What follows belongs to an exercise in optimizing a design on an open flow for small area and a short achievable clock period; a production flow would make more cautious choices.
Where RTL was checked, it was by simulation tests only, not by an equivalence proof against the original.
Only the layout flow was run in runs 3 to 7; the RTL was not checked for function there.
The clock input has no modelled driver; a real chip could not lean on it and would need a root buffer or a full tree.

`design/flow/design.v`:
```
module times_five #(parameter M = 12) (input [M-1:0] x, output [3:0] d, output [M-2:0] xn);
    wire [M+2:0] t;
    wire [M:2]   cy;             
    assign t[1:0] = x[1:0];
    assign cy[2] = 1'b0;
    genvar j;
    generate
        for (j = 2; j < M; j = j + 1) begin : add
            assign t[j]    = x[j] ^ x[j-2] ^ cy[j];
            assign cy[j+1] = (x[j] & x[j-2]) | (x[j] & cy[j]) | (x[j-2] & cy[j]);
        end
    endgenerate
    wire cm1;
    assign t[M]   = x[M-2] ^ cy[M];
    assign cm1    = x[M-2] & cy[M];
    assign t[M+1] = x[M-1] ^ cm1;
    assign t[M+2] = x[M-1] & cm1;
    assign d  = t[M+2:M-1];
    assign xn = t[M-2:0];
endmodule
module frac_digits_hi(input [11:0] c, output full, output [3:0] d5, d4, output [9:0] x2);
    wire [10:0] x1;
    wire [9:0]  y2;
    wire [3:0]  e5, e4;
    times_five #(12) s1(.x(c),  .d(e5), .xn(x1));
    times_five #(11) s2(.x(x1), .d(e4), .xn(y2));
    assign full = &c[11:2] & (c[1] | c[0]);
    wire keep = ~full;
    assign d5 = {e5[3] & keep, e5[2:1], e5[0] & keep};
    assign d4 = {e4[3] & keep, e4[2:1], e4[0] & keep};
    assign x2 = y2 & {10{keep}};
endmodule
module frac_digits_lo(input [9:0] x2, output [3:0] d3, d2, d1, d0);
    wire [8:0] x3;
    wire [7:0] x4;
    wire [6:0] x5;
    wire [5:0] x6;
    times_five #(10) s3(.x(x2), .d(d3), .xn(x3));
    times_five #(9)  s4(.x(x3), .d(d2), .xn(x4));
    times_five #(8)  s5(.x(x4), .d(d1), .xn(x5));
    times_five #(7)  s6(.x(x5), .d(d0), .xn(x6));
endmodule
module adc_display(
    input         clk,
    input         ready,
    input  [15:0] data,
    output [15:0] LED,
    output [3:0]  dig0,
    output [3:0]  dig1,
    output [3:0]  dig2,
    output [3:0]  dig3,
    output [3:0]  dig4,
    output [3:0]  dig5,
    output [3:0]  dig6
);
    wire       full;
    wire [3:0] d5, d4;
    wire [9:0] x2;
    frac_digits_hi conv_hi(.c(data[15:4]), .full(full), .d5(d5), .d4(d4), .x2(x2));
    reg        full_q;
    reg [3:0]  d5_q, d4_q;
    reg [9:0]  x2_q;
    reg [3:0]  level;
    always @(posedge clk) begin
        full_q <= full;
        d5_q   <= d5;
        d4_q   <= d4;
        x2_q   <= x2;
        if (ready) level <= data[15:12];
    end
    genvar i;
    generate
        for (i = 0; i < 16; i = i + 1) begin : bar
            assign LED[i] = (level >= i);
        end
    endgenerate
    frac_digits_lo conv_lo(.x2(x2_q), .d3(dig3), .d2(dig2), .d1(dig1), .d0(dig0));
    assign dig4 = d4_q;
    assign dig5 = d5_q;
    assign dig6 = {3'b000, full_q};
endmodule
```
`design/flow/constraint.sdc`:
```
create_clock -name core_clock -period 25.0 [get_ports {clk}]
set_input_delay 5.0000 -clock core_clock [delete_from_list [all_inputs] [get_ports {clk}]]
set_output_delay 5.0000 -clock core_clock [all_outputs]
set_load 0.01 [all_outputs]
```
`design/flow/config.mk`:
```
export PLATFORM = sky130hd
export DESIGN_NAME = adc_display
export DESIGN_NICKNAME = adc_display
export VERILOG_FILES = /design/flow/design.v
export SDC_FILE = /design/flow/constraint.sdc
export NUM_CORES = 4
export LEC_CHECK = 0
export ABC_AREA = 1
export CAP_MARGIN = 20
export CORE_MARGIN = 2
export CORE_UTILIZATION = 40
export SLEW_MARGIN = 20
export SYNTH_HIERARCHICAL = 1
```
`design/flow/standard.sh`:
```
#!/bin/bash
# synth_recipe.tcl (not shown) runs the flow's synth.tcl, then flattens the netlist and writes it again
# the make line also repeats each setting of config.mk as NAME=value (left out here)
make -C /OpenROAD-flow-scripts/flow DESIGN_CONFIG=/design/flow/config.mk WORK_HOME=/design/flow/orfs CLKGATE_MAP_FILE= SYNTH_SCRIPT=/design/flow/synth_recipe.tcl "${@:-finish}"
```
`design/flow/flow/run.sh`:
```
#!/bin/bash
# The standard layout, with the port buffers made of the smallest plain buffer
# (buf_1) instead of the delay buffer that buffer_ports picks on its own.
set -euo pipefail
export BUFFER_PORTS_ARGS="-buffer_cell sky130_fd_sc_hd__buf_1"
bash standard.sh finish > standard.log 2>&1
```
==> results.txt, run 1 <==
Worst setup path:
- In this run the worst setup path begins at x2_q[0].
- Data on the critical path is required at its endpoint by 20000 ps.
- Among all stages on the critical path, the largest delay is contributed by sky130_fd_sc_hd__fa_1.
- The worst-path maximum fanout is 4.
- On the critical path the largest part of the delay comes from adder cells.
- The worst setup path is launched from a register.
- Together, buffers and inverters on the worst path number 1.
- The endpoint class of the critical path is a primary output.
- The critical path ends at dig0[2].
- The category of the critical setup timing path is reg -> out.
- The cell repeated most along the worst path is sky130_fd_sc_hd__fa_1.
- The signal on the critical path passes through ha_1 -> fa_1 -> fa_1 -> fa_1 -> fa_1 -> fa_1 -> fa_1 -> fa_1 -> ha_1 -> ha_1 -> buf_1.
- The critical path runs through a total of 11 cells.
- The largest single stage delay on the critical path is 560 ps.
- For the worst setup path, the data arrival time is 4620 ps.

Drt:
- In the final routed layout, each cell accounts on average for 10.1 microns.
- The DRC violation count after routing is 0.
- The first TritonRoute pass finished after 4 iterations.
- The final route contains 1122 vias.
- The post-route antenna net violation count is 0.
- The starting DRC count in detailed routing is 30.
- The total wire length is 2600 microns.
- Using the TritonRoute via totals, the vias-per-cell ratio works out to roughly 4.3.

CTS:
- The CTS tree is built.
- In this run the clock root is driven by a sky130_fd_sc_hd__clkbuf_8.
- The hold-fix buffer count after cts is 0.
- CTS built an H-tree with a depth of 1.
- The CTS clock-pin slew for the worst setup and hold paths is 70 ps.
- The post-CTS setup buffer count is 0.
- The clock passes through at most 2 buffers.
- Clock tree synthesis inserted a total of 3 buffers.
- The total number of clock tree sinks is 23.
- The post-cts sizing count is 0.

Global route:
- For this run the aggregate overflow at the end of global routing stands at 0.
- Entering global routing, the biggest net connects 16 pins.
- The first global-routing pass estimated 4510 microns of wire.
- The overall routing resource usage is 10.7%.
- The number of antenna violations at the first check in global routing is 0.
- The number of global-route vias before repair came to 1087.

Outcome:
- The flow ran to the end and the layout has no timing, DRC or antenna violations.

STA:
- Setup repair after global routing left no endpoint under its margin.
- The setup TNS after final layout is 0 ps.
- The achievable clock frequency is 0.104 GHz.
- Setup violations remaining at the end of the flow were counted as 0.
- The number of failing hold endpoints at the final stage was 0.
- The count of final max-slew check failures came to 0.
- Counting I/O delays and the setup requirement, the final critical path takes 9620 ps.
- The period utilization is 38.5%.

Placement:
- The post-DP HPWL is 2410 microns.
- The final weighted congestion of routability-driven global placement is 0.690.
- The cell count after placement is 254.
- The count of buffers inserted at the top-level ports is 53.

Final layout:
- In the layout the commonest cells are 53 x sky130_fd_sc_hd__buf_1, 39 x sky130_fd_sc_hd__fa_1, 25 x sky130_fd_sc_hd__nand2_1, 20 x sky130_fd_sc_hd__inv_1, 19 x sky130_fd_sc_hd__dfxtp_1.
- The area occupied by multi-input gates is 1210 sq um.
- The sequential cell area is ~500 sq um.
- For this run, the number of standard cells in the final layout without fillers is 258.
- Of the cells placed in the final design, the portion with a size suffix greater than 1 is 5.88%.
- The post-layout net count is 280.
- The filler cells instantiated in the layout total between 400 and 500.
- Leaving out fill and tap cells, the most frequent cell in the layout is sky130_fd_sc_hd__buf_1.
- From synthesis to final layout, the design area changed by 10.1%.
- The antenna diode count is 0.

Floorplan:
- Measured along the x axis, the die boundary spans approximately 73 microns.
- The die covers ~5300 sq um.
- The total area inside the core boundary comes to 4660 sq um.
- Pin placement for this block handled 62 I/O pins.
- The number of cell rows is 25.
- The initial utilization of the core area, before any placement, comes to about two fifths.
- From bottom edge to top edge, the die measures 73.1 microns.

Synthesis:
- In the synthesized netlist, the number of instances is roughly 160.
- The area of the mapped netlist is 1910 sq um.
- A synthesized cell averages 11.8 sq um.
- The count of warnings emitted by yosys is 7.

Run:
- The max-cap violation count is 0.

Worst hold path:
- The type of the tightest min-delay check is in -> reg.
per-stage QoR:
step | hold WS (ps) | utilization [%] | setup slack [ps] | area, sq um
2_1_floorplan | 5100 | - | 15700 | 1920
3_3_place_gp | 5310 | 44.1 | 15430 | 2060
3_5_place_dp | 5310 | 44.1 | 15390 | 2060
6_report | 5040 | 45.1 | 15380 | 2100
5_1_grt | 5060 | 45.1 | 15140 | 2100
4_1_cts | 5030 | 45.1 | 15330 | 2100
worst min-delay path, delay by kind of cell:
kind                   cells  cell delay [ps]
buffers and inverters      2              160
and+or+nand+nor            1               90
area by class of cell:
cell class | count | share of cell area [%]
multi-input combinational | 104 | 57.8
sequential | 23 | 23.8
inverter | 20 | 3.57
clock buffer | 3 | 1.96
tap | 54 | 3.21
clock inverter | 1 | 0.238
timing repair buffer | 53 | 9.46
worst min-delay path by stage:
stage             start       end  cells past startpoint
2_1_floorplan  data[12]  level[0]                      0
3_3_place_gp    data[4]   x2_q[0]                      3
3_5_place_dp    data[4]   x2_q[0]                      3
4_1_cts         data[4]   x2_q[0]                      3
5_1_grt         data[4]   x2_q[0]                      3
6_report        data[4]   x2_q[0]                      3
registers in the layout (all words and copies together), names as in the netlist:
name and count:
full_q 1, level 4, d5_q 4, x2_q 10
d4_q 4
per-layer routing:
metal | wire, microns | up-vias | track usage, %
met1 | 1230 | 536 | 14.9
li1 | - | 554 | -
met2 | 1240 | 28 | 17.0
met5 | 0 | - | 0
met4 | 25 | 0 | 3.70
met3 | 104 | 4 | 1.80
==> run 2: changes to the inputs <==
==> design/flow/flow/run.sh (replaced) <==
#!/bin/bash
# The standard layout, with two changes to how it is built:
# - the port buffers are the smallest plain buffer (buf_1) instead of the delay
#   buffer that buffer_ports picks on its own;
# - clock tree synthesis inserts no dummy load cells.
set -euo pipefail
export BUFFER_PORTS_ARGS="-buffer_cell sky130_fd_sc_hd__buf_1"
export CTS_ARGS="-sink_clustering_enable -repair_clock_nets -dont_use_dummy_load"
bash standard.sh finish > standard.log 2>&1
==> results.txt, run 2 <==
Worst hold path:
- The origin of the worst min-delay path is data[4].
- Along the worst hold path, the cell count comes to 3.
- The type of the tightest min-delay check is in -> reg.
- The end point of the most critical hold path is x2_q[0].

CTS:
- TritonCTS built the clock tree.
- The total number of clock tree sinks is 23.
- In this run the number of H-tree levels came out at 1.
- The CTS clock-pin slew for the worst setup and hold paths is 60 ps.
- The hold-fix buffer count after cts is 0.
- The post-CTS setup buffer count is 0.
- Buffers inserted during clock tree synthesis total 3.
- The maximum clock path buffer count is 2.
- The post-cts sizing count is 0.
- The cell at the root of the clock tree is sky130_fd_sc_hd__clkbuf_8.

STA:
- In the finished design, the share of the clock period the worst path needs comes to 38.4%.
- Setup violations remaining at the end of the flow were counted as 0.
- Setup repair after global routing left no endpoint under its margin.
- After routing, the total negative slack on setup checks comes to 0 ps.
- The achievable clock frequency is 0.104 GHz.
- The worst path in the final design needs a cycle of 9610 ps, including I/O delays and setup.
- The count of final max-slew check failures is 0.
- The post-route worst setup slack is 15390 ps.
- Hold is met by 5050 ps.
- The number of failing hold endpoints at the final stage is 0.

Final layout:
- Summing all flip-flop and latch instances after layout gives about 500 sq um.
- The area growth from synthesis to layout is 9.82%.
- x2_q holds more flip-flops than any other register.
- The fraction of final layout cells with drive strength greater than 1 is 5.42%.
- The post-layout net count is 280.
- The final cell count without fillers is 257.
- The layout has 466 filler cells.
- The antenna diode count is 0.
- The top cell types in the final layout, fill and taps aside, are 53 x sky130_fd_sc_hd__buf_1, 39 x sky130_fd_sc_hd__fa_1, 25 x sky130_fd_sc_hd__nand2_1, 20 x sky130_fd_sc_hd__inv_1, 19 x sky130_fd_sc_hd__dfxtp_1.
- In the final layout, the multi-input gates occupy 1210 sq um.
- The register with the most flip-flops in the layout has 10 of them.
- Leaving out fill and tap cells, the most frequent cell in the layout is sky130_fd_sc_hd__buf_1.
- The share of the core filled with cells is 45.0%.

Drt:
- The DRC violation count after routing is 0.
- The starting DRC count in detailed routing is 31.
- The routed layout has between 1000 and 1500 vias.
- Once detail routing completed, the nets flagged for antenna violations numbered 0.
- Wires add up to 2600 microns.
- The post-detailed-route via-to-cell ratio is ~4.4.
- The number of optimization iterations in the first detailed-route pass is 4.
- The detailed-route wire length per cell is 10.1 microns.

Global route:
- The number of antenna violations at the first check in global routing was 0.
- The first-pass GRT wire length is 4500 microns.
- The overall routing resource usage is 10.7%.
- The overall overflow remaining after global route is 0.
- Entering global routing, the biggest net connects 16 pins.
- The number of global-route vias before repair is 1082.

Floorplan:
- The total core area is 4660 sq um.
- The die is roughly 73 microns tall.
- The initial utilization of the core area, before any placement, comes to 41.0%.
- During I/O placement, the number of pins put on the boundary was 62.
- The area of the die is 5350 sq um.
- After floorplanning, the core was divided into 25 placement rows.
- The x dimension of the die is around 73 microns.

Synthesis:
- The area of the mapped netlist is around 1900 sq um.
- The average size of a mapped cell is 11.8 sq um.
- The count of warnings emitted by yosys is 7.
- The instance count of the mapped netlist is 162.

Placement:
- Before CTS, the worst setup slack after placement is 15390 ps.
- The final weighted congestion of routability-driven global placement is 0.690.
- The post-DP HPWL is roughly 2400 microns.
- The cell count after placement is approximately 250.
- During placement, the flow inserted port buffers numbering 53.

Worst setup path:
- In this run the worst path has a maximum fanout of 4.
- The endpoint class of the critical path is a primary output.
- The data arrival time of the critical path is 4610 ps.
- The startpoint kind of the worst setup timing path is a register.
- At the worst endpoint, the required time is 20000 ps.
- The category of the critical setup timing path is reg -> out.

Outcome:
- The run finished with no timing, DRC or antenna violations.

Run:
- The tool flagged a number of max-cap violations equal to 0.
run 2: worst max-delay path by stage:
stage / from / end / slack [ps] / cells past startpoint
after detailed placement: data[4] / d4_q[2] / 15390 / 13
final: x2_q[0] / dig0[2] / 15390 / 11
after global placement: data[4] / d4_q[3] / 15430 / 15
after floorplan: data[4] / d4_q[2] / 15700 / 12
after CTS: x2_q[0] / dig0[2] / 15340 / 11
after global routing: x2_q[0] / dig0[2] / 15150 / 11
run 2: final cells by class:
type                            instances  area share, %
Sequential cell                        23           23.9
Tap cell                               54           3.22
Clock buffer                            3           1.97
Timing Repair Buffer                   53           9.48
Inverter                               20           3.58
Multi-Input combinational cell        104           57.9
run 2: worst max-delay path, stage by stage, from the launching register on:
cell	delay [ps]
sky130_fd_sc_hd__dfxtp_1	350
sky130_fd_sc_hd__ha_1	220
sky130_fd_sc_hd__fa_1	560
sky130_fd_sc_hd__fa_1	500
sky130_fd_sc_hd__fa_1	440
sky130_fd_sc_hd__fa_1	510
sky130_fd_sc_hd__fa_1	430
sky130_fd_sc_hd__fa_1	390
sky130_fd_sc_hd__fa_1	370
sky130_fd_sc_hd__ha_1	190
sky130_fd_sc_hd__ha_1	270
sky130_fd_sc_hd__buf_1	140
run 2: metal layers:
| layer | vias to the layer above | share of wire (%) | GRT usage [%] |
|---|---|---|---|
| li1 | 553 | - | - |
| met1 | 534 | 47 | 14.8 |
| met2 | 28 | 48 | 17.1 |
| met3 | 4 | 4.0 | 1.80 |
| met4 | 0 | 0.96 | 3.70 |
| met5 | - | 0 | 0 |
run 2: stage by stage:
| step | area (sq um) |
|---|---|
| finish | 2100 |
| CTS | 2100 |
| global placement | 2060 |
| floorplan | 1920 |
| global route | 2100 |
| detailed placement | 2060 |
==> run 3: changes to the inputs <==
--- a/design/flow/design.v
+++ b/design/flow/design.v
@@ -1,29 +1,42 @@
-module times_five #(parameter M = 12) (input [M-1:0] x, output [3:0] d, output [M-2:0] xn);
-    wire [M+2:0] t;
-    wire [M:2]   cy;             
-    assign t[1:0] = x[1:0];
-    assign cy[2] = 1'b0;
+module full_add(input a, input b, input ci, output s, output co);
+    assign s  = a ^ b ^ ci;
+    assign co = (a & b) | (a & ci) | (b & ci);
+endmodule
+module half_add(input a, input b, output s, output co);
+    assign s  = a ^ b;
+    assign co = a & b;
+endmodule
+module carry3(input a, input b, input ci, output co);
+    assign co = (a & b) | (a & ci) | (b & ci);
+endmodule
+module times_five_hi #(parameter M = 12, parameter L = 3)
+        (input [M-1:0] x, input cin, output [M-2:L] s, output [3:0] d);
+    wire [M+2:L] t;
+    wire [M:L]   cy;             
+    assign cy[L] = cin;
     genvar j;
     generate
-        for (j = 2; j < M; j = j + 1) begin : add
-            assign t[j]    = x[j] ^ x[j-2] ^ cy[j];
-            assign cy[j+1] = (x[j] & x[j-2]) | (x[j] & cy[j]) | (x[j-2] & cy[j]);
+        for (j = L; j < M; j = j + 1) begin : add
+            full_add fa(.a(x[j]), .b(x[j-2]), .ci(cy[j]), .s(t[j]), .co(cy[j+1]));
         end
     endgenerate
     wire cm1;
-    assign t[M]   = x[M-2] ^ cy[M];
-    assign cm1    = x[M-2] & cy[M];
-    assign t[M+1] = x[M-1] ^ cm1;
-    assign t[M+2] = x[M-1] & cm1;
-    assign d  = t[M+2:M-1];
-    assign xn = t[M-2:0];
+    half_add top0(.a(x[M-2]), .b(cy[M]), .s(t[M]),   .co(cm1));
+    half_add top1(.a(x[M-1]), .b(cm1),   .s(t[M+1]), .co(t[M+2]));
+    assign d = t[M+2:M-1];
+    assign s = t[M-2:L];
 endmodule
 module frac_digits_hi(input [11:0] c, output full, output [3:0] d5, d4, output [9:0] x2);
     wire [10:0] x1;
     wire [9:0]  y2;
     wire [3:0]  e5, e4;
-    times_five #(12) s1(.x(c),  .d(e5), .xn(x1));
-    times_five #(11) s2(.x(x1), .d(e4), .xn(y2));
+    wire        c1_3, c2_3;
+    assign x1[1:0] = c[1:0];
+    half_add h1(.a(c[2]), .b(c[0]), .s(x1[2]), .co(c1_3));
+    times_five_hi #(12, 3) s1(.x(c), .cin(c1_3), .s(x1[10:3]), .d(e5));
+    assign y2[2:0] = c[2:0];
+    assign c2_3 = x1[2] & x1[0];
+    times_five_hi #(11, 3) s2(.x(x1), .cin(c2_3), .s(y2[9:3]), .d(e4));
     assign full = &c[11:2] & (c[1] | c[0]);
     wire keep = ~full;
     assign d5 = {e5[3] & keep, e5[2:1], e5[0] & keep};
@@ -35,10 +48,18 @@
     wire [7:0] x4;
     wire [6:0] x5;
     wire [5:0] x6;
-    times_five #(10) s3(.x(x2), .d(d3), .xn(x3));
-    times_five #(9)  s4(.x(x3), .d(d2), .xn(x4));
-    times_five #(8)  s5(.x(x4), .d(d1), .xn(x5));
-    times_five #(7)  s6(.x(x5), .d(d0), .xn(x6));
+    wire       c3_3, c4_3, c6_4;
+    assign x3[1:0] = x2[1:0];
+    half_add h3(.a(x2[2]), .b(x2[0]), .s(x3[2]), .co(c3_3));
+    times_five_hi #(10, 3) s3(.x(x2), .cin(c3_3), .s(x3[8:3]), .d(d3));
+    assign x4[2:0] = x2[2:0];
+    assign c4_3 = x3[2] & x3[0];
+    times_five_hi #(9, 3) s4(.x(x3), .cin(c4_3), .s(x4[7:3]), .d(d2));
+    assign x5[2:0] = x3[2:0];
+    times_five_hi #(8, 3) s5(.x(x4), .cin(c3_3), .s(x5[6:3]), .d(d1));
+    assign x6[3:0] = x2[3:0];
+    carry3 k6(.a(x5[3]), .b(x5[1]), .ci(c4_3), .co(c6_4));
+    times_five_hi #(7, 4) s6(.x(x5), .cin(c6_4), .s(x6[5:4]), .d(d0));
 endmodule
 module adc_display(
     input         clk,
==> results.txt, run 3 <==
Outcome:
- The run finished with no timing, DRC or antenna violations.

Global route:
- The global-route layer with the greatest usage is met2.
- Entering global routing, the biggest net connects 16 pins.
- The number of global-route vias before repair was 1083.
- The number of antenna violations at the first check in global routing was 0.
- The overall routing resource usage is a little under an eighth.
- After global routing the overflow that remains totals 0.
- In the global route stage, met3 resource usage came out at 1.85%.
- The met1 global-route usage is 14.9%.
- For this run, global-route usage on met2 was measured as about a fifth.
- The first global-routing pass estimated 4610 microns of wire.

Final layout:
- Leaving out fill and tap cells, the most frequent cells in the layout are 53 x sky130_fd_sc_hd__buf_1, 38 x sky130_fd_sc_hd__fa_1, 31 x sky130_fd_sc_hd__nand2_1, 22 x sky130_fd_sc_hd__inv_1, 19 x sky130_fd_sc_hd__dfxtp_1.
- The largest register by flop count is x2_q.
- The synthesis-to-layout area growth is 14.5%.
- In the final design database the tool counted around 280 nets.
- The repair_antennas step left the layout with diodes totalling 0.
- The fraction of final layout cells with drive strength greater than 1 is around 4.4%.
- The most common library cell in the layout ignoring fill and taps is sky130_fd_sc_hd__buf_1.
- The register with the most flip-flops in the layout has 10 of them.

Synthesis:
- The Yosys step of the flow raised 7 warnings.
- The area of the mapped netlist is 1790 sq um.
- The flip-flop cell with the highest count after synthesis is sky130_fd_sc_hd__dfxtp_1.
- The total of flip-flops plus latches after synthesis is 23.
- In the post-synthesis netlist, the biggest area contributors are sky130_fd_sc_hd__fa_1 42%, sky130_fd_sc_hd__dfxtp_1 21%, sky130_fd_sc_hd__ha_1 9.8%.
- The top cell type by area accounts for between 40% and 50% of the synthesized area.
- The share of synthesized registers carrying an async set or reset is 0%.
- Sorting the synthesized cells by how often they occur yields 38 x sky130_fd_sc_hd__fa_1, 31 x sky130_fd_sc_hd__nand2_1, 22 x sky130_fd_sc_hd__inv_1, 19 x sky130_fd_sc_hd__dfxtp_1, 14 x sky130_fd_sc_hd__ha_1.
- The average instance in the mapped netlist occupies 11.6 sq um.
- The sequential share of the synthesized area is between 20% and 30%.
- The instance count of the mapped netlist is 155.
- The leading area contributor after synthesis is sky130_fd_sc_hd__fa_1.
- Counting flops with a built-in enable in the synthesized netlist gives 4.
- Among all cell types in the netlist, the one instantiated most often is sky130_fd_sc_hd__fa_1.
- After synthesis, the netlist uses 17 different library cells.

STA:
- Setup slack closes at 15240 ps.
- The minimum clock period after layout is 9760 ps.
- The number of failing hold endpoints at the final stage is 0.
- Setup violations remaining at the end of the flow were counted as 0.
- Setup repair after global routing left no endpoint under its margin.
- The period utilization is 39.1%.
- In the final timing run, aggregate negative setup slack is 0 ps.
- The count of final max-slew check failures is 0.
- The achievable clock frequency is approximately 0.10 GHz.

Floorplan:
- The x dimension of the die is 71.0 microns.
- The initialized floorplan defines 24 standard-cell rows.
- The die covers 5040 sq um.
- The die is ~71 microns tall.
- The boundary pin count is 62.
- The total area inside the core boundary comes to about 4300 sq um.
- The starting density of the core is approximately two fifths.

Worst setup path:
- The worst setup path is captured at a primary output.
- The startpoint kind of the worst setup timing path is a register.
- Data on the critical path arrives at its endpoint at 4760 ps.
- The worst setup path is of the reg -> out kind.
- Of all nets on the critical path, the largest fanout is 3.
- STA puts the critical path data required time at around 20000 ps.

CTS:
- In this run the number of H-tree levels came out at 1.
- The CTS tree is built.
- The number of hold buffers added after CTS was 0.
- After clock tree synthesis, the repair step resized 0 gates.
- Clock tree synthesis found a total of 23 sinks.
- The post-CTS setup buffer count is 0.
- The cell at the root of the clock tree is sky130_fd_sc_hd__clkbuf_8.
- The clock passes through at most 2 buffers.
- Counting the buffers created by CTS gives 3.
- Clock-pin slew was measured on the worst setup and hold paths at ~70 ps.

Placement:
- The count of buffers inserted at the top-level ports is 53.
- The final weighted congestion of routability-driven global placement is 0.713.
- Summed over all nets, the half-perimeter wirelength after detailed placement is 2360 microns.
- The worst slack after detailed placement is 15390 ps.

Run:
- Max-cap violations in this run came to 0.

Drt:
- The count of nets left with antenna violations once routing finished came out at 0.
- The via total after detailed routing is 1123.
- In the routed design, unresolved DRC markers number 0.
- Dividing the detail-routed wire length by the instance count gives 10.1 microns.
- The number of optimization iterations in the first detailed-route pass is 4.
- The total wire length is 2610 microns.
- The detailed router finished its first iteration with 12 violations.
- Dividing the detail-routed via count by the number of cells gives 4.35.

Worst hold path:
- The type of the tightest min-delay check is in -> reg.
run 3: final cells by class:
class	count	area, sq um
fill	430	2270
multi-input combinational	105	1170
sequential	23	500
timing repair buffer	53	199
inverter	22	82.6
tap	52	65.1
clock buffer	3	41.3
run 3: logic make-up (layout without fill, tap and decap cells):
family	Yosys count	in the layout	share of synthesized area, %
AND/OR/NAND/NOR	45	45	10.5
flip-flops	23	23	27.9
AO/OA/AOI/OAI	4	4	1.53
buffers and inverters	29	78	7.53
other	2	4	0.419
adder cells (fa/ha/maj)	52	52	52.2
run 3: metrics by stage:
stage	hold slack (ps)	utilization (%)	std cells	area [sq um]
after CTS	4990	47.5	258	2050
after global placement	5270	46.6	255	2010
after global routing	5040	47.5	258	2050
after floorplan	5100	-	157	1800
after detailed placement	5270	46.6	255	2010
final	5000	47.5	258	2050
run 3: per-module statistics from Yosys (local to each module, per instance), a selection:
module / copies in the design / cell area (sq um) / flops+latches
frac_digits_hi: 1 / 174 / 0
half_add: 14 / 12.5 / 0
carry3: 1 / 21.3 / 0
frac_digits_lo: 1 / 7.51 / 0
adc_display: 1 / 656 / 23
full_add: 38 / 20.0 / 0
run 3: path summary, 6_finish.rpt:
path | depth (start not counted) | slack, ps | start | to
worst min-delay path | 3 | 5000 | data[4] | x2_q[0]
worst max-delay path | 11 | 15240 | x2_q[2] | dig0[2]
run 3: routing by layer:
metal	wire length, microns	up-vias
met3	126	4
met5	0	-
met4	37	0
li1	-	560
met1	1110	529
met2	1330	30
run 3: critical path, cell delays in order (launching register included):
cell and delay, ps:
sky130_fd_sc_hd__dfxtp_1 410, sky130_fd_sc_hd__ha_1 230, sky130_fd_sc_hd__fa_1 490, sky130_fd_sc_hd__fa_1 460
sky130_fd_sc_hd__fa_1 520, sky130_fd_sc_hd__fa_1 470, sky130_fd_sc_hd__fa_1 390, sky130_fd_sc_hd__fa_1 500
sky130_fd_sc_hd__fa_1 440, sky130_fd_sc_hd__ha_1 190, sky130_fd_sc_hd__ha_1 270, sky130_fd_sc_hd__buf_1 140
==> run 4: changes to the inputs <==
--- a/design/flow/design.v
+++ b/design/flow/design.v
@@ -5,6 +5,9 @@
 module half_add(input a, input b, output s, output co);
     assign s  = a ^ b;
     assign co = a & b;
+endmodule
+module and_bit(input a, input b, output y);
+    assign y = a & b;
 endmodule
 module carry3(input a, input b, input ci, output co);
     assign co = (a & b) | (a & ci) | (b & ci);
@@ -39,9 +42,19 @@
     times_five_hi #(11, 3) s2(.x(x1), .cin(c2_3), .s(y2[9:3]), .d(e4));
     assign full = &c[11:2] & (c[1] | c[0]);
     wire keep = ~full;
-    assign d5 = {e5[3] & keep, e5[2:1], e5[0] & keep};
-    assign d4 = {e4[3] & keep, e4[2:1], e4[0] & keep};
-    assign x2 = y2 & {10{keep}};
+    wire [1:0] m5, m4;
+    and_bit k53(.a(e5[3]), .b(keep), .y(m5[1]));
+    and_bit k50(.a(e5[0]), .b(keep), .y(m5[0]));
+    and_bit k43(.a(e4[3]), .b(keep), .y(m4[1]));
+    and_bit k40(.a(e4[0]), .b(keep), .y(m4[0]));
+    assign d5 = {m5[1], e5[2:1], m5[0]};
+    assign d4 = {m4[1], e4[2:1], m4[0]};
+    genvar i;
+    generate
+        for (i = 0; i < 10; i = i + 1) begin : mask
+            and_bit k(.a(y2[i]), .b(keep), .y(x2[i]));
+        end
+    endgenerate
 endmodule
 module frac_digits_lo(input [9:0] x2, output [3:0] d3, d2, d1, d0);
     wire [8:0] x3;
@@ -60,6 +73,14 @@
     assign x6[3:0] = x2[3:0];
     carry3 k6(.a(x5[3]), .b(x5[1]), .ci(c4_3), .co(c6_4));
     times_five_hi #(7, 4) s6(.x(x5), .cin(c6_4), .s(x6[5:4]), .d(d0));
+endmodule
+module led_bar(input [3:0] level, output [15:0] LED);
+    genvar i;
+    generate
+        for (i = 0; i < 16; i = i + 1) begin : bar
+            assign LED[i] = (level >= i);
+        end
+    endgenerate
 endmodule
 module adc_display(
     input         clk,
@@ -89,12 +110,7 @@
         x2_q   <= x2;
         if (ready) level <= data[15:12];
     end
-    genvar i;
-    generate
-        for (i = 0; i < 16; i = i + 1) begin : bar
-            assign LED[i] = (level >= i);
-        end
-    endgenerate
+    led_bar bar(.level(level), .LED(LED));
     frac_digits_lo conv_lo(.x2(x2_q), .d3(dig3), .d2(dig2), .d1(dig1), .d0(dig0));
     assign dig4 = d4_q;
     assign dig5 = d5_q;
==> design/flow/flow/run.sh (replaced) <==
#!/bin/bash
# The standard layout, with two changes to how it is built:
# - the port buffers are the smallest plain buffer (buf_1) instead of the delay
#   buffer that buffer_ports picks on its own;
# - clock tree synthesis inserts no dummy load cells and clusters all the
#   flip-flops under one buffer.
set -euo pipefail
export BUFFER_PORTS_ARGS="-buffer_cell sky130_fd_sc_hd__buf_1"
export CTS_ARGS="-sink_clustering_enable -repair_clock_nets -dont_use_dummy_load -sink_clustering_size 30 -sink_clustering_max_diameter 200"
bash standard.sh finish > standard.log 2>&1
--- a/design/flow/config.mk
+++ b/design/flow/config.mk
@@ -5,7 +5,6 @@
 export SDC_FILE = /design/flow/constraint.sdc
 export NUM_CORES = 4
 export LEC_CHECK = 0
-export ABC_AREA = 1
 export CAP_MARGIN = 20
 export CORE_MARGIN = 2
 export CORE_UTILIZATION = 40
==> results.txt, run 4 <==
STA:
- For the final routed database, the setup TNS stands at 0 ps.
- The minimum clock period after layout is 9860 ps.
- The tightest hold path in the finished design has a slack of 5040 ps.
- Across all setup checks in the final design, the least slack found is approximately 15000 ps.
- The achievable clock frequency is a little over 0.1 GHz.
- The period utilization is 39.4%.
- The number of failing hold endpoints at the final stage came to 0.
- The count of final max-slew check failures was 0.
- Setup repair after global routing left no endpoint under its margin.
- Setup violations remaining at the end of the flow were counted as 0.

Synthesis:
- Yosys attributes the largest share of cell area to sky130_fd_sc_hd__fa_1 43%, sky130_fd_sc_hd__dfxtp_1 22%, sky130_fd_sc_hd__ha_1 9.9%.
- The average size of a mapped cell is 13.8 sq um.
- The count of warnings emitted by yosys is 7.
- For this run, the leading register cell type out of synthesis is sky130_fd_sc_hd__dfxtp_1.
- For this run, the register share of the synthesized area comes to 28.3%.
- The area of the mapped netlist is 1770 sq um.
- The top cell type's share of synthesized area is 43.1%.
- Counting flops with a built-in enable in the synthesized netlist gives 4.
- The share of synthesized registers carrying an async set or reset is 0%.
- The cell count after synthesis came out at 128.
- The number of unique standard cell types used by synthesis is 28.
- The most instantiated library cell after synthesis is sky130_fd_sc_hd__fa_1.
- In the synthesized netlist, the cells that appear most often are 38 x sky130_fd_sc_hd__fa_1, 19 x sky130_fd_sc_hd__dfxtp_1, 15 x sky130_fd_sc_hd__and2_1, 14 x sky130_fd_sc_hd__ha_1, 5 x sky130_fd_sc_hd__buf_4.
- After synthesis the netlist holds a flip-flop and latch count of 23.
- The leading area contributor after synthesis is sky130_fd_sc_hd__fa_1.

Final layout:
- The register with the most flip-flops in the final layout is x2_q.
- The most common library cell in the layout ignoring fill and taps is sky130_fd_sc_hd__buf_1.
- The top cell types in the final layout, fill and taps aside, are 53 x sky130_fd_sc_hd__buf_1, 38 x sky130_fd_sc_hd__fa_1, 19 x sky130_fd_sc_hd__dfxtp_1, 15 x sky130_fd_sc_hd__and2_1, 14 x sky130_fd_sc_hd__ha_1.
- The sequential cell area is roughly 500 sq um.
- The fraction of final layout cells with drive strength greater than 1 is 5.08%.
- The number of filler instances in the final layout is 405.
- In the final design database the tool counted 249 nets.
- The antenna diode count is 0.
- The area occupied by multi-input gates is 1200 sq um.
- The register with the most flip-flops in the layout has 10 of them.
- Compared with the post-synthesis result, the final layout area differs by 13.8%.

Worst setup path:
- The start point of the critical path is x2_q[2].
- In this run the worst path has a maximum fanout of 3.
- The data required time at the worst endpoint is about 20000 ps.
- The startpoint kind of the worst setup timing path is a register.
- The endpoint class of the critical path is a primary output.
- The data arrival time of the critical path is 4860 ps.
- The worst setup path endpoint is dig0[2].
- The category of the critical setup timing path is reg -> out.

Outcome:
- The flow ran to the end and the layout has no timing, DRC or antenna violations.

Placement:
- Port buffering added 53 buffers.
- The final weighted congestion of routability-driven global placement is 0.830.
- The post-DP HPWL is 2530 microns.
- The worst slack after detailed placement is ~15000 ps.

Drt:
- The post-detailed-route via-to-cell ratio is 4.64.
- The DRC violation count after routing is 0.
- The detailed-route wire length per cell is between 10 and 15 microns.
- The starting DRC count in detailed routing is 5.
- For this run, the detailed router's first-pass iteration total came to 2.
- The detail route stage leaves a number of antenna-violating nets equal to 0.
- The via total after detailed routing is 1062.
- After detailed routing, the total wire length is 2870 microns.

Floorplan:
- After floorplanning, the core was divided into 24 placement rows.
- The starting density of the core is between 40% and 50%.
- The chip height is roughly 70 microns.
- The x dimension of the die is 70.4 microns.
- During I/O placement, the number of pins put on the boundary was 62.
- The area of the die is 4960 sq um.
- The total core area is around 4300 sq um.

Global route:
- The first global-routing pass estimated 4750 microns of wire.
- The number of global-route vias before repair is 1108.
- The overall routing resource usage is between 10% and 20%.
- Entering global routing, the biggest net connects 15 pins.
- The number of antenna violations at the first check in global routing is 0.
- Summed over all layers, the global routing overflow is 0.

CTS:
- The post-CTS setup buffer count is 0.
- In this run, post-CTS repair resized a total of 0 instances.
- Clock tree synthesis selected as its root buffer the cell sky130_fd_sc_hd__clkbuf_8.
- In this run the deepest clock path goes through 2 buffers.
- The number of clock buffers added by TritonCTS is 3.
- The CTS tree is built.
- The tree built by TritonCTS fans out to 23 sinks.
- The hold-fix buffer count after cts is 0.
- Clock-pin slew was measured on the worst setup and hold paths at 80 ps.
- The maximum level of the CTS H-tree is 1.

Worst hold path:
- The origin of the worst min-delay path is data[4].
- The worst hold path belongs to the class in -> reg.

Run:
- Across the run, the number of max-cap violations was 0.
run 4: cell count changes in the layout (fill, tap and decap cells not counted), moves of 2 or more:
| cell | change |
|---|---|
| sky130_fd_sc_hd__and2_1 | +15 |
| sky130_fd_sc_hd__inv_1 | -20 |
| sky130_fd_sc_hd__nand2_1 | -27 |
| sky130_fd_sc_hd__nand2_2 | -2 |
| sky130_fd_sc_hd__nand3_2 | -2 |
| sky130_fd_sc_hd__nand4_1 | +2 |
| sky130_fd_sc_hd__nor2_1 | -5 |
| sky130_fd_sc_hd__or3_1 | +2 |
run 4: critical path, stage by stage, from the launching register on:
cell and delay (ps):
sky130_fd_sc_hd__dfxtp_1 420, sky130_fd_sc_hd__ha_1 230, sky130_fd_sc_hd__fa_1 490, sky130_fd_sc_hd__fa_1 470, sky130_fd_sc_hd__fa_1 420, sky130_fd_sc_hd__fa_1 530
sky130_fd_sc_hd__fa_1 470, sky130_fd_sc_hd__fa_1 500, sky130_fd_sc_hd__fa_1 440, sky130_fd_sc_hd__ha_1 200, sky130_fd_sc_hd__ha_1 280, sky130_fd_sc_hd__buf_1 150
run 4: routing by layer:
metal / global-route usage (%) / share of wire [%] / vias up
met4: 4.70 / 0.94 / 0
met1: 13.4 / 38 / 524
li1: - / - / 506
met3: 2.60 / 5.2 / 2
met5: 0 / 0 / -
met2: 22.4 / 55 / 30
run 4: final cells by class:
class                      count  share of cell area, %
sequential                    23                   24.9
tap                           52                   3.24
clock buffer                   3                   2.05
inverter                       2                  0.374
timing repair buffer          53                   9.90
multi-input combinational     96                   59.5
run 4: logic make-up (layout without fill, tap and decap cells):
| family | after synthesis | in the layout | synth area share, % |
|---|---|---|---|
| flip-flops | 23 | 23 | 28.3 |
| other | 2 | 4 | 0.425 |
| buffers and inverters | 11 | 58 | 4.32 |
| AO/OA/AOI/OAI | 7 | 7 | 2.98 |
| AND/OR/NAND/NOR | 32 | 32 | 10.3 |
| adder cells (fa/ha/maj) | 53 | 53 | 53.6 |
run 4: how the worst min path moves through the flow:
| stage | end | slack, ps | cells past startpoint |
|---|---|---|---|
| 2_1_floorplan | level[0] | 5100 | 0 |
| 3_3_place_gp | level[3] | 5310 | 1 |
| 3_5_place_dp | level[2] | 5320 | 1 |
| 4_1_cts | x2_q[0] | 5050 | 2 |
| 5_1_grt | x2_q[0] | 5060 | 2 |
| 6_report | x2_q[0] | 5040 | 2 |
run 4: modules after synthesis (local to each module, per instance), a selection:
module,flops+latches,area [sq um]
full_add,0,20.0
frac_digits_hi,0,38.8
carry3,0,11.3
frac_digits_lo,0,6.26
led_bar,0,151
half_add,0,12.5
and_bit,0,6.26
adc_display,23,534
run 4: stage by stage:
| step | cell area, sq um | cells | utilization (%) |
|---|---|---|---|
| after CTS | 2010 | 229 | 46.8 |
| after detailed placement | 1970 | 226 | 45.8 |
| after global placement | 1970 | 226 | 45.8 |
| final | 2010 | 229 | 46.8 |
| after floorplan | 1770 | 130 | - |
| after global routing | 2010 | 229 | 46.8 |
==> run 5: changes to the inputs <==
--- a/design/flow/config.mk
+++ b/design/flow/config.mk
@@ -5,6 +5,7 @@
 export SDC_FILE = /design/flow/constraint.sdc
 export NUM_CORES = 4
 export LEC_CHECK = 0
+export ABC_AREA = 1
 export CAP_MARGIN = 20
 export CORE_MARGIN = 2
 export CORE_UTILIZATION = 40
==> results.txt, run 5 <==
Synthesis:
- By count the netlist is led by 38 x sky130_fd_sc_hd__fa_1, 33 x sky130_fd_sc_hd__nand2_1, 22 x sky130_fd_sc_hd__inv_1, 19 x sky130_fd_sc_hd__dfxtp_1, 14 x sky130_fd_sc_hd__ha_1.
- The instance count of the mapped netlist is 156.
- The total of flip-flops plus latches after synthesis is 23.
- The count of warnings emitted by yosys is 7.
- The share of synthesized registers carrying an async set or reset is 0%.
- The synthesized netlist devotes 10.5% of its cell area to simple gates.
- The flip-flop cell with the highest count after synthesis is sky130_fd_sc_hd__dfxtp_1.
- After Yosys synthesis, XOR and XNOR cells account for 0% of the synthesized area.
- Sorting the synthesized cells by area gives the leading types as sky130_fd_sc_hd__fa_1 43%, sky130_fd_sc_hd__dfxtp_1 21%, sky130_fd_sc_hd__ha_1 9.8%.
- The sequential share of the synthesized area is 28.1%.
- The netlist uses 16 different library cells.
- The synthesized netlist devotes roughly 1.3% of its cell area to compound gates.
- sky130_fd_sc_hd__fa_1 is the most common cell in the netlist.
- The average instance in the mapped netlist occupies between 10 and 15 sq um.
- By area, the combinational part of the netlist is dominated by adder cells.
- The largest total area in the synthesized netlist belongs to sky130_fd_sc_hd__fa_1.
- The synthesized design contains 4 enable-type register cells.
- The adder and majority cell fraction of the synthesized area is 52.6%.
- The mapped netlist covers 1780 sq um.
- The multiplexer share of the synthesized area is 0%.
- The share of synthesized area in the top cell type comes to approximately 43%.

Global route:
- The number of global-route vias before repair was 1122.
- The overall routing resource usage is 11.4%.
- Entering global routing, the biggest net connects 15 pins.
- The overall overflow remaining after global route is 0.
- The number of antenna violations at the first check in global routing is 0.
- The first-pass GRT wire length is around 4600 microns.

Floorplan:
- The x dimension of the die is 70.7 microns.
- The total core area is between 4000 and 5000 sq um.
- The boundary pin count is 62.
- The chip height is 70.7 microns.
- In this run the core area contains 24 standard-cell rows.
- The starting density of the core is around two fifths.
- The floorplan step defined a die boundary enclosing ~5000 sq um.

CTS:
- The CTS clock-pin slew for the worst setup and hold paths is 60 ps.
- The tree is rooted in a sky130_fd_sc_hd__clkbuf_8.
- The clock passes through at most 2 buffers.
- After clock tree synthesis, the setup repair step added 0 buffers.
- The hold-fix buffer count after cts is 0.
- The CTS tree is built.
- Clock tree synthesis inserted a total of 3 buffers.
- The maximum level of the CTS H-tree is 1.
- Clock tree synthesis found a total of 23 sinks.
- Gates resized during post-CTS repair numbered 0.

Final layout:
- The post-route netlist has 2.88% of its cells at a drive strength greater than 1.
- The sequential cell area is between 500 and 600 sq um.
- Leaving out fill and tap cells, the most frequent cells in the layout are 53 x sky130_fd_sc_hd__buf_1, 38 x sky130_fd_sc_hd__fa_1, 33 x sky130_fd_sc_hd__nand2_1, 22 x sky130_fd_sc_hd__inv_1, 19 x sky130_fd_sc_hd__dfxtp_1.
- The largest register by flop count is x2_q.
- The register with the most flip-flops in the layout has 10 of them.
- The post-layout net count is 280.
- The number of filler instances in the final layout is 444.
- The antenna diode count is 0.
- In the final layout, the multi-input gates occupy around 1200 sq um.
- Compared with the post-synthesis result, the final layout area differs by 15.3%.
- Leaving out fill and tap cells, the most frequent cell in the layout is sky130_fd_sc_hd__buf_1.

Worst setup path:
- For the worst setup path, the data arrival time is around 4800 ps.
- In this design, the stage delay of the slowest critical-path cell is around 520 ps.
- The signal on the critical path passes through ha_1 -> fa_1 -> fa_1 -> fa_1 -> fa_1 -> fa_1 -> fa_1 -> fa_1 -> ha_1 -> ha_1 -> buf_1.
- The data required time at the worst endpoint is 20000 ps.
- In this run the worst path has a maximum fanout of 3.
- The slowest cell on the critical path is sky130_fd_sc_hd__fa_1.
- The count of buffer and inverter cells on the critical path is 1.
- The critical path is of the reg -> out type.
- The path length in cells of the critical path is 11.
- The cell that appears most often on the critical path is sky130_fd_sc_hd__fa_1.
- The endpoint class of the critical path is a primary output.
- Among cell families on the critical path, the largest total delay comes from adder cells.
- STA classifies the critical path startpoint as a register.

Drt:
- The post-route antenna net violation count is 0.
- For this run, the detailed router's first-pass iteration total came to 4.
- Using the TritonRoute via totals, the vias-per-cell ratio works out to roughly 4.5.
- After detailed routing, the number of remaining DRC violations is 0.
- The starting DRC count in detailed routing is 32.
- The total wire length is 2770 microns.
- The detailed-route wire length per cell is 10.7 microns.
- The final route contains 1167 vias.

STA:
- The headroom to the max-slew limit is 65.3%.
- The number of failing hold endpoints at the final stage is 0.
- Setup repair after global routing left no endpoint under its margin.
- The number of failing setup endpoints in the final timing report is 0.
- The achievable clock frequency is 0.102 GHz.
- The worst hold slack is 5010 ps.
- The count of final max-slew check failures is 0.
- The minimum clock period after layout is about 9800 ps.
- Across all setup checks in the final design, the least slack found is 15230 ps.
- In the finished design, the share of the clock period the worst path needs comes to just under 40%.
- The setup TNS after final layout is 0 ps.
- The transition time of the tightest slew-check pin is 519 ps.

Worst hold path:
- The end point of the most critical hold path is x2_q[0].
- The worst hold path begins at data[4].
- The type of the tightest min-delay check is in -> reg.
- The worst hold path passes through 3 cells.

Placement:
- The HPWL after detailed placement is 2510 microns.
- At the end of routability-driven placement, the weighted congestion stood at 0.706.
- The count of buffers inserted at the top-level ports is between 50 and 60.
- The worst slack after detailed placement is 15330 ps.

Run:
- The tool flagged a number of max-cap violations equal to 0.

Outcome:
- The run finished with no timing, DRC or antenna violations.
run 5: cell types whose count changed after synthesis, moves of 2 or more:
cell / delta
sky130_fd_sc_hd__nand3_1: +2
sky130_fd_sc_hd__inv_1: +20
sky130_fd_sc_hd__nand2_1: +29
sky130_fd_sc_hd__nor2_1: +6
sky130_fd_sc_hd__buf_6: -2
sky130_fd_sc_hd__and2_1: -15
sky130_fd_sc_hd__o21ai_1: +2
sky130_fd_sc_hd__or3_1: -2
sky130_fd_sc_hd__nand4_1: -2
run 5: final cells by class:
cell class,instances,area share [%]
Clock buffer,3,2.01
Tap cell,52,3.17
Inverter,22,4.03
Sequential cell,23,24.4
Timing Repair Buffer,53,9.70
Multi-Input combinational cell,107,56.7
run 5: logic make-up (layout without fill, tap and decap cells):
kind of cell             after synthesis  count (layout)
AO/OA/AOI/OAI                          4               4
adder cells (fa/ha/maj)               52              52
buffers and inverters                 28              78
flip-flops                            23              23
other                                  2               4
AND/OR/NAND/NOR                       47              47
run 5: worst max path at each step:
| stage | from | end | slack [ps] |
|---|---|---|---|
| global placement | data[6] | d4_q[3] | 15410 |
| detailed placement | data[6] | d4_q[3] | 15330 |
| floorplan | data[6] | d4_q[2] | 15670 |
| global route | x2_q[2] | dig0[2] | 15010 |
| finish | x2_q[2] | dig0[2] | 15230 |
| CTS | x2_q[2] | dig0[2] | 15160 |
run 5: worst min-delay path, delay by kind of cell:
kind,cells,cell delay [ps]
and+or+nand+nor,1,80
buffers and inverters,2,140
run 5: modules after synthesis, one instance, submodules excluded, excerpt:
module / cell area [sq um] / cells / flops+latches
adc_display: 534 / 28 / 23
led_bar: 118 / 27 / 0
frac_digits_hi: 57.6 / 15 / 0
carry3: 21.3 / 4 / 0
full_add: 20.0 / 1 / 0
half_add: 12.5 / 1 / 0
and_bit: 7.51 / 2 / 0
frac_digits_lo: 7.51 / 2 / 0
run 5: layer usage:
layer  track usage (%)  share of wire, %  wire [microns]
met1              14.5                40            1120
met2              19.9                54            1490
met3              1.85               4.7             131
met4              3.77               1.0              29
met5                 0                 0               0
run 5: stage by stage:
stage | util, % | instance area [sq um] | instances
5_1_grt | 47.4 | 2050 | 260
2_1_floorplan | - | 1790 | 158
4_1_cts | 47.4 | 2050 | 260
3_5_place_dp | 46.5 | 2010 | 257
6_report | 47.4 | 2050 | 260
3_3_place_gp | 46.5 | 2010 | 257
==> run 6: changes to the inputs <==
--- a/design/flow/flow/run.sh
+++ b/design/flow/flow/run.sh
@@ -7,4 +7,5 @@
 set -euo pipefail
 export BUFFER_PORTS_ARGS="-buffer_cell sky130_fd_sc_hd__buf_1"
 export CTS_ARGS="-sink_clustering_enable -repair_clock_nets -dont_use_dummy_load -sink_clustering_size 30 -sink_clustering_max_diameter 200"
+export SETUP_SLACK_MARGIN=15.6
 bash standard.sh finish > standard.log 2>&1
--- a/design/flow/config.mk
+++ b/design/flow/config.mk
@@ -5,7 +5,6 @@
 export SDC_FILE = /design/flow/constraint.sdc
 export NUM_CORES = 4
 export LEC_CHECK = 0
-export ABC_AREA = 1
 export CAP_MARGIN = 20
 export CORE_MARGIN = 2
 export CORE_UTILIZATION = 40
==> results.txt, run 6 <==
Outcome:
- The run finished with no timing, DRC or antenna violations.

Synthesis:
- The flip-flop cell with the highest count after synthesis is sky130_fd_sc_hd__dfxtp_1.
- Summing the sequential cell areas from Yosys gives 28.3% of the chip area.
- The number of unique standard cell types used by synthesis is 28.
- The instance count of the mapped netlist is 128.
- After synthesis the netlist holds a flip-flop and latch count of 23.
- The top cell type's share of synthesized area is 43.1%.
- The area of the mapped netlist is 1770 sq um.
- Of all flip-flops after synthesis, the portion carrying an async set or reset was 0%.
- By instance count, the leading cell after synthesis is sky130_fd_sc_hd__fa_1.
- Sorting the synthesized cells by area gives the leading types as sky130_fd_sc_hd__fa_1 43%, sky130_fd_sc_hd__dfxtp_1 22%, sky130_fd_sc_hd__ha_1 9.9%.
- The count of flip-flops with a built-in enable after synthesis is 4.
- The commonest cells after synthesis are 38 x sky130_fd_sc_hd__fa_1, 19 x sky130_fd_sc_hd__dfxtp_1, 15 x sky130_fd_sc_hd__and2_1, 14 x sky130_fd_sc_hd__ha_1, 5 x sky130_fd_sc_hd__buf_4.
- The count of warnings emitted by yosys is 7.
- The average size of a mapped cell is between 10 and 15 sq um.
- The leading area contributor after synthesis is sky130_fd_sc_hd__fa_1.

Placement:
- The instance area at placement is 1970 sq um.
- The post-DP HPWL is 2530 microns.
- Routability-driven placement finished with a final weighted congestion of 0.830.
- Port buffering added 53 buffers.

STA:
- The number of failing setup endpoints in the final timing report is 0.
- The worst hold slack is 4990 ps.
- The minimum clock period after layout is roughly 9400 ps.
- The setup TNS after final layout is 0 ps.
- Setup repair after global routing could not meet its margin everywhere.
- The count of final max-slew check failures came to 0.
- Static timing analysis puts the maximum clock frequency at 0.107 GHz.
- The number of failing hold endpoints at the final stage is 0.
- The period utilization is 37.4%.

Worst setup path:
- At the worst endpoint, the arrival time is 4360 ps.
- The endpoint class of the critical path is a primary output.
- STA puts the critical path data required time at around 20000 ps.
- Along the worst path, the maximum fanout reaches 2.
- The startpoint kind of the worst setup timing path is a register.
- The worst setup path is of the reg -> out kind.

Run:
- Max-cap violations in this run came to 0.

Drt:
- The number of optimization iterations in the first detailed-route pass is 4.
- For this block, the via count after detailed routing is 1142.
- In the final routed layout, each cell accounts on average for 12.9 microns.
- The count of nets left with antenna violations once routing finished came out at 0.
- After detailed routing, the number of remaining DRC violations is 0.
- The post-detailed-route via-to-cell ratio is between 4 and 5.
- The routed design has 3150 microns of wire.
- The starting DRC count in detailed routing is 7.

Worst hold path:
- The worst hold path passes through 2 cells.
- The end point of the most critical hold path is x2_q[0].
- The origin of the worst min-delay path is data[4].
- The min-delay analysis places its worst path in the category in -> reg.

Final layout:
- The synthesis-to-layout area growth is 25.8%.
- In the final design database the tool counted roughly 260 nets.
- At the end of the flow the core is filled with cells to between 50 and 60%.
- The number of filler instances in the final layout is 390.
- The most common library cell in the layout ignoring fill and taps is sky130_fd_sc_hd__buf_1.
- Summing all non-filler instances in the final layout gives an area of 2220 sq um.
- More flip-flops sit in one register than any other, and that register is x2_q.
- The antenna diode count is 0.
- The fraction of final layout cells with drive strength greater than 1 is 26.6%.
- The register with the most flip-flops in the layout has 10 of them.
- The top cell types in the final layout, fill and taps aside, are 50 x sky130_fd_sc_hd__buf_1, 20 x sky130_fd_sc_hd__fa_1, 18 x sky130_fd_sc_hd__fa_2, 16 x sky130_fd_sc_hd__dfxtp_1.

CTS:
- The CTS tree is built.
- The clock drives 23 sinks.
- Clock-pin slew was measured on the worst setup and hold paths at 80 ps.
- The tree is rooted in a sky130_fd_sc_hd__clkbuf_8.
- CTS built an H-tree with a depth of 1.
- The longest clock path from root to sink contains 2 buffers.
- The number of clock buffers inserted by TritonCTS is 3.

Floorplan:
- The chip height is 70.4 microns.
- The die covers 4960 sq um.
- 62 I/O pins were placed.
- The x dimension of the die is about 70 microns.
- The number of cell rows is 24.
- The initial utilization of the core area, before any placement, comes to 41.1%.
- The total core area is 4290 sq um.

Global route:
- Summed over all layers, the global routing overflow is 0.
- The first global-routing pass estimated between 5000 and 6000 microns of wire.
- The number of global-route vias before repair is roughly 1200.
- The overall routing resource usage is 13.2%.
- The number of antenna violations at the first check in global routing was 0.
- Entering global routing, the biggest net connects 15 pins.
run 6: critical path, stage by stage, from the launching register on:
cell and delay (ps):
sky130_fd_sc_hd__dfxtp_4 360, sky130_fd_sc_hd__ha_4 160, sky130_fd_sc_hd__fa_2 330, sky130_fd_sc_hd__fa_2 350, sky130_fd_sc_hd__fa_2 570, sky130_fd_sc_hd__fa_2 460
sky130_fd_sc_hd__fa_2 420, sky130_fd_sc_hd__fa_2 510, sky130_fd_sc_hd__fa_2 420, sky130_fd_sc_hd__ha_4 180, sky130_fd_sc_hd__ha_4 260, sky130_fd_sc_hd__buf_6 90
run 6: modules after synthesis, one instance, submodules excluded, excerpt:
module | times used | cell area (sq um) | flip-flops and latches
full_add | 38 | 20.0 | 0
carry3 | 1 | 11.3 | 0
frac_digits_lo | 1 | 6.26 | 0
half_add | 14 | 12.5 | 0
adc_display | 1 | 534 | 23
led_bar | 1 | 151 | 0
frac_digits_hi | 1 | 38.8 | 0
and_bit | 14 | 6.26 | 0
run 6: repair_timing:
item                                    4_1_cts  5_1_grt
buffers inserted                             12        3
endpoints found under the setup margin        9        8
gates resized for setup                      22        9
hold buffers                                  0        0
hold endpoints to repair                      0        0
pin swaps                                    16       14
run 6: metrics by stage:
| stage | std cells | worst slack (ps) |
|---|---|---|
| floorplan | 130 | 15630 |
| global placement | 226 | 15360 |
| detailed placement | 226 | 15310 |
| CTS | 241 | 15570 |
| global route | 244 | 15540 |
| finish | 244 | 15640 |
run 6: worst max-delay path by stage:
stage | cells past startpoint | startpoint | to
4_1_cts | 11 | x2_q[2] | dig0[2]
3_3_place_gp | 14 | data[6] | d4_q[3]
2_1_floorplan | 13 | data[6] | d4_q[3]
5_1_grt | 11 | x2_q[2] | dig0[2]
6_report | 11 | x2_q[2] | dig0[2]
3_5_place_dp | 14 | data[6] | d4_q[3]
run 6: cells by family (layout without fill, tap and decap cells):
family | Yosys count | in the layout | synth area share (%)
buffers and inverters | 11 | 73 | 4.32
other | 2 | 4 | 0.425
adder cells (fa/ha/maj) | 53 | 53 | 53.6
AND/OR/NAND/NOR | 32 | 32 | 10.3
flip-flops | 23 | 23 | 28.3
AO/OA/AOI/OAI | 7 | 7 | 2.98
run 6: cell type report:
class,count,area (sq um),area share [%]
Timing Repair Buffer,68,322,14.5
Inverter,2,7.51,0.338
Sequential cell,23,507,22.8
Tap cell,52,65.1,2.93
Clock buffer,3,41.3,1.86
Multi-Input combinational cell,96,1280,57.6
run 6: metal layers:
layer | part of all wire [%] | vias to the layer above | track usage (%) | wire length, microns
met5 | 0 | - | 0 | 0
met4 | 0.86 | 0 | 4.70 | 27
met3 | 4.9 | 2 | 2.31 | 154
met2 | 57 | 37 | 24.8 | 1810
met1 | 37 | 570 | 14.7 | 1160
li1 | - | 533 | - | -
==> run 7: changes to the inputs <==
==> design/flow/flow/run.sh (replaced) <==
#!/bin/bash
# The standard layout, with three changes to how it is built:
# - the port buffers are the smallest plain buffer (buf_1) instead of the delay
#   buffer that buffer_ports picks on its own;
# - clock tree synthesis inserts no dummy load cells;
# - after clock tree synthesis, one root buffer drives every flip-flop
#   (flow/cts_hook.tcl), in place of a root and two leaf buffers.
set -euo pipefail
export BUFFER_PORTS_ARGS="-buffer_cell sky130_fd_sc_hd__buf_1"
export CTS_ARGS="-sink_clustering_enable -repair_clock_nets -dont_use_dummy_load"
export POST_CTS_TCL="$(pwd)/flow/cts_hook.tcl"
export CLOCK_ROOT_CELL=sky130_fd_sc_hd__clkbuf_16
bash standard.sh finish > standard.log 2>&1
==> design/flow/flow/cts_hook.tcl (new file) <==
# After clock tree synthesis: the design has few flip-flops, so drive all of
# them from the root clock buffer (upsized so their clock slew stays low) and
# remove the leaf buffers of the tree.
set block [ord::get_db_block]
set root [$block findInst clkbuf_0_clk]
set rootnet [[$root findITerm X] getNet]
foreach it [$rootnet getITerms] {
  set inst [$it getInst]
  if {$inst eq $root} { continue }
  if {![string match "*clkbuf*" [[$inst getMaster] getName]]} { continue }
  set leafnet [[$inst findITerm X] getNet]
  foreach sink [$leafnet getITerms] {
    if {[$sink getInst] eq $inst} { continue }
    $sink disconnect
    $sink connect $rootnet
  }
  puts "clock hook: removed [$inst getName]"
  odb::dbInst_destroy $inst
  odb::dbNet_destroy $leafnet
}
$root swapMaster [[ord::get_db] findMaster $::env(CLOCK_ROOT_CELL)]
puts "clock hook: root [$root getName] is [[$root getMaster] getName], driving [llength [$rootnet getITerms]] pins"
detailed_placement
estimate_parasitics -placement
report_clock_skew
==> results.txt, run 7 <==
STA:
- Dividing the final minimum period by the clock period gives 39.0%.
- Setup violations remaining at the end of the flow were counted as 0.
- The post-route worst setup slack is 15250 ps.
- Setup repair after global routing left no endpoint under its margin.
- The achievable clock frequency is 0.103 GHz.
- Summed over all failing endpoints, the final setup total negative slack is 0 ps.
- The count of final max-slew check failures is 0.
- The number of failing hold endpoints at the final stage is 0.

Worst setup path:
- The endpoint class of the critical path is a primary output.
- The data required time at the worst endpoint is 20000 ps.
- The signal on the critical path passes through ha_1 -> fa_1 -> fa_1 -> fa_1 -> fa_1 -> fa_1 -> fa_1 -> fa_1 -> ha_1 -> ha_1 -> buf_1.
- The slowest cell on the critical path is sky130_fd_sc_hd__fa_1.
- By instance count, the cell type seen most on the critical path is sky130_fd_sc_hd__fa_1.
- The worst-path maximum fanout is 3.
- Data arrives at the worst endpoint at ~4800 ps.
- The worst setup path is launched from a register.
- The category of the critical setup timing path is reg -> out.

Synthesis:
- Sorting the synthesized cells by area gives the leading types as sky130_fd_sc_hd__fa_1 43%, sky130_fd_sc_hd__dfxtp_1 22%, sky130_fd_sc_hd__ha_1 9.9%.
- The simple-gate area share of the yosys netlist is 10.3%.
- Yosys mapped a number of flops with a built-in enable equal to 4.
- After synthesis, the mean cell area works out to 13.8 sq um.
- The multiplexer share of the synthesized area is 0%.
- The area share of xor/xnor cells in the synthesized design is 0%.
- The number of unique standard cell types used by synthesis is 28.
- For this run, the leading register cell type out of synthesis is sky130_fd_sc_hd__dfxtp_1.
- The synthesized netlist devotes 2.98% of its cell area to compound gates.
- After Yosys synthesis, full adders, half adders and majority gates account for 53.6% of the synthesized area.
- The combinational family with the most area after synthesis is adder cells.
- The share of synthesized registers carrying an async set or reset is 0%.
- Of all cell types, the one taking the most synthesized area is sky130_fd_sc_hd__fa_1.
- In the post-synthesis netlist, the cell with the most instances is sky130_fd_sc_hd__fa_1.
- The top cell type's share of synthesized area is 43.1%.
- The area of the mapped netlist is 1770 sq um.
- The share of the Yosys chip area taken by registers is 28.3%.
- The synthesized design contains 23 register bits.
- In the synthesized netlist, the cells that appear most often are 38 x sky130_fd_sc_hd__fa_1, 19 x sky130_fd_sc_hd__dfxtp_1, 15 x sky130_fd_sc_hd__and2_1, 14 x sky130_fd_sc_hd__ha_1, 5 x sky130_fd_sc_hd__buf_4.

Placement:
- The worst slack after detailed placement is roughly 15000 ps.
- The instance area at placement is 1970 sq um.
- Routability-driven placement finished with a final weighted congestion of 0.830.
- Detailed placement ended at an HPWL of 2530 microns.

Drt:
- In this run, the number of DRC markers left after iteration 0 of detailed routing was 33.
- For this block, the via count after detailed routing is 1081.
- The post-route antenna net violation count is 0.
- The detailed-route wire length per cell is 12.7 microns.
- After detailed routing, the number of vias per cell comes to 4.76.

Run:
- The max-cap violation count is 0.

Global route:
- The total overflow left after global routing is 0.
- The number of global-route vias before repair is 1095.
- The first global-routing pass estimated 4690 microns of wire.
- The number of antenna violations at the first check in global routing was 0.

Final layout:
- Leaving out filler cells and counting taps, the final layout contains 227.
- The flip-flop count of the largest register, all copies and words added is 10.
- The repair_antennas step left the layout with diodes totalling 0.
- The sequential cell area is 500 sq um.
- The synthesis-to-layout area growth is 12.9%.
- The number of filler instances in the final layout is approximately 400.
- In the final layout, the multi-input gates occupy 1200 sq um.
- The fraction of final layout cells with drive strength greater than 1 is approximately 4.0%.
- More flip-flops sit in one register than any other, and that register is x2_q.

Floorplan:
- Row generation in the floorplan step produced 24 rows.
- Pin placement for this block handled 62 I/O pins.
- The total core area is 4290 sq um.
- The area of the die is 4960 sq um.
- The initial utilization of the core area, before any placement, comes to between 40% and 50%.
- The chip height is 70.4 microns.

CTS:
- The CTS clock-pin slew for the worst setup and hold paths is around 90 ps.
- The total number of clock tree sinks is 23.

Outcome:
- The run finished with no timing, DRC or antenna violations.
## run 7: cell types whose count changed in the layout (fill, tap and decap cells not counted), sizes merged
cell | previous run | this run
buf | 66 | 53
clkbuf | 5 | 1
## run 7: stage by stage
step                      utilization [%]  hold slack, ps
final                                46.4            5150
after global routing                 46.4            5170
after detailed placement             45.8            5320
after global placement               45.8            5310
after floorplan                         -            5100
## run 7: routing by layer
layer,vias to the layer above,share of wire (%),GRT usage [%]
met5,-,0,0
met4,0,1.5,2.78
met3,6,6.6,2.16
met2,42,54,25.4
met1,533,37,14.6
li1,500,-,-
## run 7: logic make-up after synthesis
group / after synthesis
fa+ha+maj: 53
other cells: 2
simple gates: 32
compound gates: 7
buf+inv: 11
flops: 23
## run 7: layout make-up
class / instances / share of cell area (%)
Multi-Input combinational cell: 96 / 60.0
Inverter: 2 / 0.377
Timing Repair Buffer: 53 / 9.98
Sequential cell: 23 / 25.1
Tap cell: 52 / 3.26
Clock buffer: 1 / 1.26
## run 7: final timing paths
check,start,end,slack [ps],depth (start not counted)
hold / removal,ready,level[2],5150,1
setup / recovery,x2_q[2],dig0[2],15250,11
## run 7: per-module statistics from Yosys (local to each module, per instance), a selection
module | cells | area, sq um | flops+latches | times used
half_add | 1 | 12.5 | 0 | 14
full_add | 1 | 20.0 | 0 | 38
adc_display | 28 | 534 | 23 | 1
and_bit | 1 | 6.26 | 0 | 14
carry3 | 1 | 11.3 | 0 | 1
frac_digits_hi | 6 | 38.8 | 0 | 1
led_bar | 26 | 151 | 0 | 1
frac_digits_lo | 1 | 6.26 | 0 | 1
## run 7: critical path: cells and delay by family (launching register included)
family / cells / cell delay, ps
buffers and inverters: 1 / 150
adder cells (fa/ha/maj): 10 / 4030
flip-flops: 1 / 420

afterwards: timing with drivers on the ports:
The flow's constraints put no driver on any port. The routed layouts listed below were extracted and timed again, unchanged, in two steps.
Step 1, drivers: a clkbuf_16 drives clk and a buf_2 each remaining input, both assumed.
Step 2 also shifts input and output timing later by t, the mid clock arrival at the registers, as if the neighbouring blocks saw the same clock.
Three values: ideal, step 1, step 2; two values: the first two.
| run | shift t [ns] | setup slack, ns | latest minus earliest clock arrival (ns) | cell pins on the clock port's net |
|---|---|---|---|---|
| run 1 | 0.277 | 15.378 / 15.356 / 15.405 | 0.006 / 0.006 | 1 |
| run 2 | 0.274 | 15.390 / 15.368 / 15.408 | 0.014 / 0.013 | 1 |
| run 3 | 0.278 | 15.235 / 15.213 / 15.384 | 0.001 / 0.001 | 1 |
| run 4 | 0.278 | 15.143 / 15.117 / 15.332 | 0.016 / 0.016 | 1 |
| run 5 | 0.276 | 15.230 / 15.207 / 15.343 | 0.009 / 0.008 | 1 |
| run 6 | 0.278 | 15.640 / 15.614 / 15.459 | 0.016 / 0.017 | 1 |
| run 7 | 0.178 | 15.250 / 15.220 / 15.328 | 0.001 / 0.001 | 1 |
After both steps every run listed still meets setup and hold. For run 6, which loses most, drivers alone change the setup slack by -0.026 ns; drivers and shift together by -0.181 ns.
